What follows belongs to an exercise in optimizing a design on an open flow for small area and a short achievable clock period; a production flow would make more cautious choices. RTL that was checked went through simulation tests only; none was proved equivalent to the original. No activity file was given, so power comes from the tool's default toggle rates.

==> module pipeline_cpu, before the edit <==
module pipeline_cpu (
    input clk,rst,
    output [31:0] imem_addr,    
    input  [31:0] imem_data,    
    output        dmem_we,      
    output [31:0] dmem_addr,    
    output [31:0] dmem_wdata,   
    input  [31:0] dmem_rdata    
);
reg  [31:0] pc;
reg  [31:0] ir;             
reg         iv;             
reg  [31:0] a_e, b_e;       
reg  [12:1] imm_e;          
reg  [31:0] bop_e;          
reg  [4:0]  rd_e;
reg         fa_e, fb_e;     
reg         fbp_e, fbn_e;   
reg         fan_e;          
reg         fbs_e;          
reg         fbq_e;          
reg         regwr_e, memwr_e, lw_e, br_e;
reg         sub_e, s_add_e, s_and_e, s_or_e, s_xor_e, s_slt_e;
reg  [31:0] alu_m, wd_m;    
reg  [4:0]  rd_m;
reg         regwr_m, memwr_m, lw_m;
reg  [31:0] res_w;          
reg  [4:0]  rd_w;
reg         regwr_w;
reg         tk1, tk2;       
reg  [13:0] x1, x2;         
reg  [31:0] rf [1:31];
always @(posedge clk) begin
    if (rst == 1'b0) pc <= 32'd0;
    else             pc <= pc + (tk2 ? {{18{x2[13]}}, x2} : 32'd1);
end
assign imem_addr = pc;
wire pcsrc;
wire flush_n = ~(pcsrc | tk1 | tk2);
always @(posedge clk or negedge rst) begin
    if (rst == 1'b0) iv <= 1'b0;
    else             iv <= flush_n;
end
always @(posedge clk) ir <= imem_data;
wire [6:0] op  = ir[6:0];
wire [4:0] rs1 = ir[19:15];
wire [4:0] rs2 = ir[24:20];
wire [4:0] rd  = ir[11:7];
wire [2:0] f3  = ir[14:12];
wire is_lw = (op == 7'b0000011);
wire is_sw = (op == 7'b0100011);
wire is_r  = (op == 7'b0110011);
wire is_i  = (op == 7'b0010011);
wire is_b  = (op == 7'b1100011);
wire is_alu = is_r | is_i;
reg  [31:0] rd1, rd2;
integer k;
always @(*) begin
    rd1 = 32'd0;
    rd2 = 32'd0;
    for (k = 1; k < 32; k = k + 1) begin
        rd1 = rd1 | ({32{rs1 == k}} & rf[k]);
        rd2 = rd2 | ({32{rs2 == k}} & rf[k]);
    end
end
wire [31:0] res_m = lw_m ? dmem_rdata : alu_m;
wire [31:0] a_d = (regwr_m && rd_m == rs1) ? res_m : rd1;
wire [31:0] b_d = (regwr_m && rd_m == rs2) ? res_m : rd2;
wire [11:0] imm_d = is_sw ? {ir[31:25], ir[11:7]} : ir[31:20];
wire src_d = is_lw | is_sw | is_i;
wire [31:0] imm32_d = {{20{imm_d[11]}}, imm_d};
wire fa_d  = regwr_e && rd_e == rs1;
wire fb_d  = regwr_e && rd_e == rs2;
reg d_add, d_sub, d_and, d_or, d_xor, d_slt;
always @(*) begin
    d_add = 1'b0; d_sub = 1'b0; d_and = 1'b0; d_or = 1'b0; d_xor = 1'b0; d_slt = 1'b0;
    if (is_alu) begin
        case (f3)
            3'b000: begin d_add = 1'b1; d_sub = is_r & ir[30]; end
            3'b001: ;
            3'b010: begin d_slt = 1'b1; d_sub = 1'b1; end
            3'b100: d_xor = 1'b1;
            3'b110: d_or  = 1'b1;
            3'b111: d_and = 1'b1;
            default: d_add = 1'b1;
        endcase
    end else begin
        d_add = 1'b1;
        d_sub = is_b;
    end
end
always @(posedge clk) begin
    a_e   <= a_d;
    b_e   <= b_d;
    bop_e <= (src_d ? imm32_d : b_d) ^ {32{d_sub}};
    imm_e <= {ir[31], ir[7], ir[30:25], ir[11:8]};
    rd_e  <= rd;
end
always @(posedge clk or negedge rst) begin
    if (rst == 1'b0) begin
        fa_e <= 1'b0; fb_e <= 1'b0; fbp_e <= 1'b0; fbn_e <= 1'b0;
        fan_e <= 1'b1; fbs_e <= 1'b1; fbq_e <= 1'b1;
        regwr_e <= 1'b0; memwr_e <= 1'b0; lw_e <= 1'b0; br_e <= 1'b0;
        sub_e <= 1'b0; s_add_e <= 1'b0; s_and_e <= 1'b0; s_or_e <= 1'b0;
        s_xor_e <= 1'b0; s_slt_e <= 1'b0;
    end else begin
        fa_e    <= fa_d;
        fb_e    <= fb_d;
        fbp_e   <= fb_d & ~src_d & ~d_sub;
        fbn_e   <= fb_d & ~src_d & d_sub;
        fan_e   <= ~fa_d;
        fbs_e   <= ~(fb_d & ~src_d);
        fbq_e   <= ~(fb_d & ~src_d & d_sub);
        regwr_e <= iv & (is_lw | is_alu) & (rd != 5'd0);
        memwr_e <= iv & is_sw;
        lw_e    <= is_lw;
        br_e    <= iv & is_b;
        sub_e   <= d_sub;
        s_add_e <= iv & d_add;
        s_and_e <= iv & d_and;
        s_or_e  <= iv & d_or;
        s_xor_e <= iv & d_xor;
        s_slt_e <= iv & d_slt;
    end
end
wire [31:0] a     = {fan_e ? a_e[31:16] : alu_m[31:16],
                     fa_e  ? alu_m[15:0] : a_e[15:0]};
wire [31:0] rs2v  = fb_e  ? alu_m : b_e;
wire [31:0] bx    = {fbs_e ? bop_e[31:16] : fbq_e ? alu_m[31:16] : ~alu_m[31:16],
                     fbp_e ? alu_m[15:0] : fbn_e ? ~alu_m[15:0] : bop_e[15:0]};
wire [32:0] sum   = {1'b0, a} + {1'b0, bx} + {32'd0, sub_e};
wire        lt    = ~sum[32];
wire [31:0] alu   = ({32{s_add_e}} & sum[31:0]) |
                    ({32{s_and_e}} & (a & bx)) |
                    ({32{s_or_e}}  & (a | bx)) |
                    ({32{s_xor_e}} & (a ^ bx)) |
                    {31'd0, s_slt_e & lt};
assign pcsrc = br_e & (a == rs2v);
wire [13:0] imm14 = {imm_e[12], imm_e, 1'b0};
wire [13:0] x_e   = tk1 ? imm14 - x1 - 14'd3 : imm14 - 14'd4;
always @(posedge clk or negedge rst) begin
    if (rst == 1'b0) begin
        tk1 <= 1'b0; tk2 <= 1'b0;
    end else begin
        tk1 <= pcsrc; tk2 <= tk1;
    end
end
always @(posedge clk) begin
    x1 <= x_e;
    x2 <= x1;
end
always @(posedge clk or negedge rst) begin
    if (rst == 1'b0) begin
        alu_m <= 32'd0;
        regwr_m <= 1'b0; memwr_m <= 1'b0; lw_m <= 1'b0;
    end else begin
        alu_m <= alu;
        regwr_m <= regwr_e; memwr_m <= memwr_e; lw_m <= lw_e;
    end
end
always @(posedge clk) begin
    wd_m <= rs2v;
    rd_m <= rd_e;
end
assign dmem_we    = memwr_m;
assign dmem_addr  = alu_m;
assign dmem_wdata = wd_m;
always @(posedge clk or negedge rst) begin
    if (rst == 1'b0) regwr_w <= 1'b0;
    else             regwr_w <= regwr_m;
end
always @(posedge clk) begin
    res_w <= res_m;
    rd_w  <= rd_m;
end
always @(posedge clk) begin
    if (regwr_w) rf[rd_w] <= res_w;
end
endmodule
export LEC_CHECK = 0
export CAP_MARGIN = 20
export CORE_MARGIN = 2
export CORE_UTILIZATION = 40
export CTS_BUF_LIST = sky130_fd_sc_hd__clkbuf_16
export CTS_CLUSTER_DIAMETER = 60
export CTS_CLUSTER_SIZE = 24
export SLEW_MARGIN = 20
create_clock -name core_clock -period 10.0 [get_ports {clk}]
standard.sh (not shown) runs the stock make flow with config.mk's settings and CLKGATE_MAP_FILE= SYNTH_SCRIPT=/design/flow/synth_recipe.tcl, a recipe that flattens the netlist after the stock synthesis.
==> flow/flow/run.sh <==
#!/bin/bash
set -euo pipefail
bash standard.sh SETUP_SLACK_MARGIN=6.8 finish > standard_flow.log 2>&1
Next try:
--- a/flow/design.v
+++ b/flow/design.v
@@ -22,6 +22,7 @@
 reg         regwr_e, memwr_e, lw_e, br_e;
 reg         sub_e, s_add_e, s_and_e, s_or_e, s_xor_e, s_slt_e;
 reg  [31:0] alu_m, wd_m;    
+reg  [31:0] alu_n;          
 reg  [4:0]  rd_m;
 reg         regwr_m, memwr_m, lw_m;
 reg  [31:0] res_w;          
@@ -63,7 +64,7 @@
         rd2 = rd2 | ({32{rs2 == k}} & rf[k]);
     end
 end
-wire [31:0] res_m = lw_m ? dmem_rdata : alu_m;
+wire [31:0] res_m = lw_m ? dmem_rdata : ~alu_n;
 wire [31:0] a_d = (regwr_m && rd_m == rs1) ? res_m : rd1;
 wire [31:0] b_d = (regwr_m && rd_m == rs2) ? res_m : rd2;
 wire [11:0] imm_d = is_sw ? {ir[31:25], ir[11:7]} : ir[31:20];
@@ -96,26 +97,26 @@
     imm_e <= {ir[31], ir[7], ir[30:25], ir[11:8]};
     rd_e  <= rd;
 end
+always @(posedge clk) begin
+    fa_e    <= fa_d;
+    fb_e    <= fb_d;
+    fbp_e   <= fb_d & ~src_d & ~d_sub;
+    fbn_e   <= fb_d & ~src_d & d_sub;
+    fan_e   <= ~fa_d;
+    fbs_e   <= ~(fb_d & ~src_d);
+    fbq_e   <= ~(fb_d & ~src_d & d_sub);
+    sub_e   <= d_sub;
+    lw_e    <= is_lw;
+end
 always @(posedge clk or negedge rst) begin
     if (rst == 1'b0) begin
-        fa_e <= 1'b0; fb_e <= 1'b0; fbp_e <= 1'b0; fbn_e <= 1'b0;
-        fan_e <= 1'b1; fbs_e <= 1'b1; fbq_e <= 1'b1;
-        regwr_e <= 1'b0; memwr_e <= 1'b0; lw_e <= 1'b0; br_e <= 1'b0;
-        sub_e <= 1'b0; s_add_e <= 1'b0; s_and_e <= 1'b0; s_or_e <= 1'b0;
+        regwr_e <= 1'b0; memwr_e <= 1'b0; br_e <= 1'b0;
+        s_add_e <= 1'b0; s_and_e <= 1'b0; s_or_e <= 1'b0;
         s_xor_e <= 1'b0; s_slt_e <= 1'b0;
     end else begin
-        fa_e    <= fa_d;
-        fb_e    <= fb_d;
-        fbp_e   <= fb_d & ~src_d & ~d_sub;
-        fbn_e   <= fb_d & ~src_d & d_sub;
-        fan_e   <= ~fa_d;
-        fbs_e   <= ~(fb_d & ~src_d);
-        fbq_e   <= ~(fb_d & ~src_d & d_sub);
         regwr_e <= iv & (is_lw | is_alu) & (rd != 5'd0);
         memwr_e <= iv & is_sw;
-        lw_e    <= is_lw;
         br_e    <= iv & is_b;
-        sub_e   <= d_sub;
         s_add_e <= iv & d_add;
         s_and_e <= iv & d_and;
         s_or_e  <= iv & d_or;
@@ -123,11 +124,12 @@
         s_slt_e <= iv & d_slt;
     end
 end
-wire [31:0] a     = {fan_e ? a_e[31:16] : alu_m[31:16],
-                     fa_e  ? alu_m[15:0] : a_e[15:0]};
-wire [31:0] rs2v  = fb_e  ? alu_m : b_e;
-wire [31:0] bx    = {fbs_e ? bop_e[31:16] : fbq_e ? alu_m[31:16] : ~alu_m[31:16],
-                     fbp_e ? alu_m[15:0] : fbn_e ? ~alu_m[15:0] : bop_e[15:0]};
+wire [31:0] fwd   = ~alu_n;
+wire [31:0] a     = {fan_e ? a_e[31:16] : fwd[31:16],
+                     fa_e  ? fwd[15:0] : a_e[15:0]};
+wire [31:0] rs2v  = fb_e  ? fwd : b_e;
+wire [31:0] bx    = {fbs_e ? bop_e[31:16] : fbq_e ? fwd[31:16] : alu_n[31:16],
+                     fbp_e ? fwd[15:0] : fbn_e ? alu_n[15:0] : bop_e[15:0]};
 wire [32:0] sum   = {1'b0, a} + {1'b0, bx} + {32'd0, sub_e};
 wire        lt    = ~sum[32];
 wire [31:0] alu   = ({32{s_add_e}} & sum[31:0]) |
@@ -152,13 +154,15 @@
 always @(posedge clk or negedge rst) begin
     if (rst == 1'b0) begin
         alu_m <= 32'd0;
-        regwr_m <= 1'b0; memwr_m <= 1'b0; lw_m <= 1'b0;
+        regwr_m <= 1'b0; memwr_m <= 1'b0;
     end else begin
         alu_m <= alu;
-        regwr_m <= regwr_e; memwr_m <= memwr_e; lw_m <= lw_e;
+        regwr_m <= regwr_e; memwr_m <= memwr_e;
     end
 end
 always @(posedge clk) begin
+    lw_m  <= lw_e;
+    alu_n <= ~alu;
     wd_m <= rs2v;
     rd_m <= rd_e;
 end
Outcome: Register-to-register slack loses 0.18 ns. Die area grows slightly. Wire length rises by a few percent. Final area climbs slightly. Clock power grows by a little under a tenth. Via count goes up by a few percent. Global-route usage rose by 0.59 points. Core utilization came out lower by 0.11 points. Critical path depth is higher by 21. Final cell count went up by a few percent. Synthesized area goes up slightly. Fmax falls by a few percent.
For the second run of this note, only the layout was checked, not whether the RTL still works.

static timing again, ports no longer ideal:
In the flow no input, the clock included, has a driving cell. The finished layouts below were timed again as built, in two steps. Step 1 (the two cells are an assumption about what drives the block):
set clk [get_ports {clk}]
set_driving_cell -lib_cell sky130_fd_sc_hd__clkbuf_16 $clk
set_driving_cell -lib_cell sky130_fd_sc_hd__buf_2 [delete_from_list [all_inputs] $clk]
Step 2, shift: input delay + t, output delay - t, t = (earliest + latest rising clock arrival at the registers) / 2. This alone moves slack from input paths to output paths. a / b / c = no drivers / after step 1 / after step 2; a / b = the first two.
run	t, ns	setup slack, ns	hold slack, ns	worst slew at a driven data input, ns	pins driven straight from the clock port
the first run	0.835	6.637 / 6.559 / 6.060	0.347 / 0.347 / 0.347	0.09	1
the second run	0.853	6.473 / 6.473 / 6.040	0.332 / 0.332 / 0.332	0.09	1
After both steps every run listed still meets setup and hold. The setup slack of the first run, which loses most, moves by -0.078 ns with the drivers and by -0.577 ns with both steps.
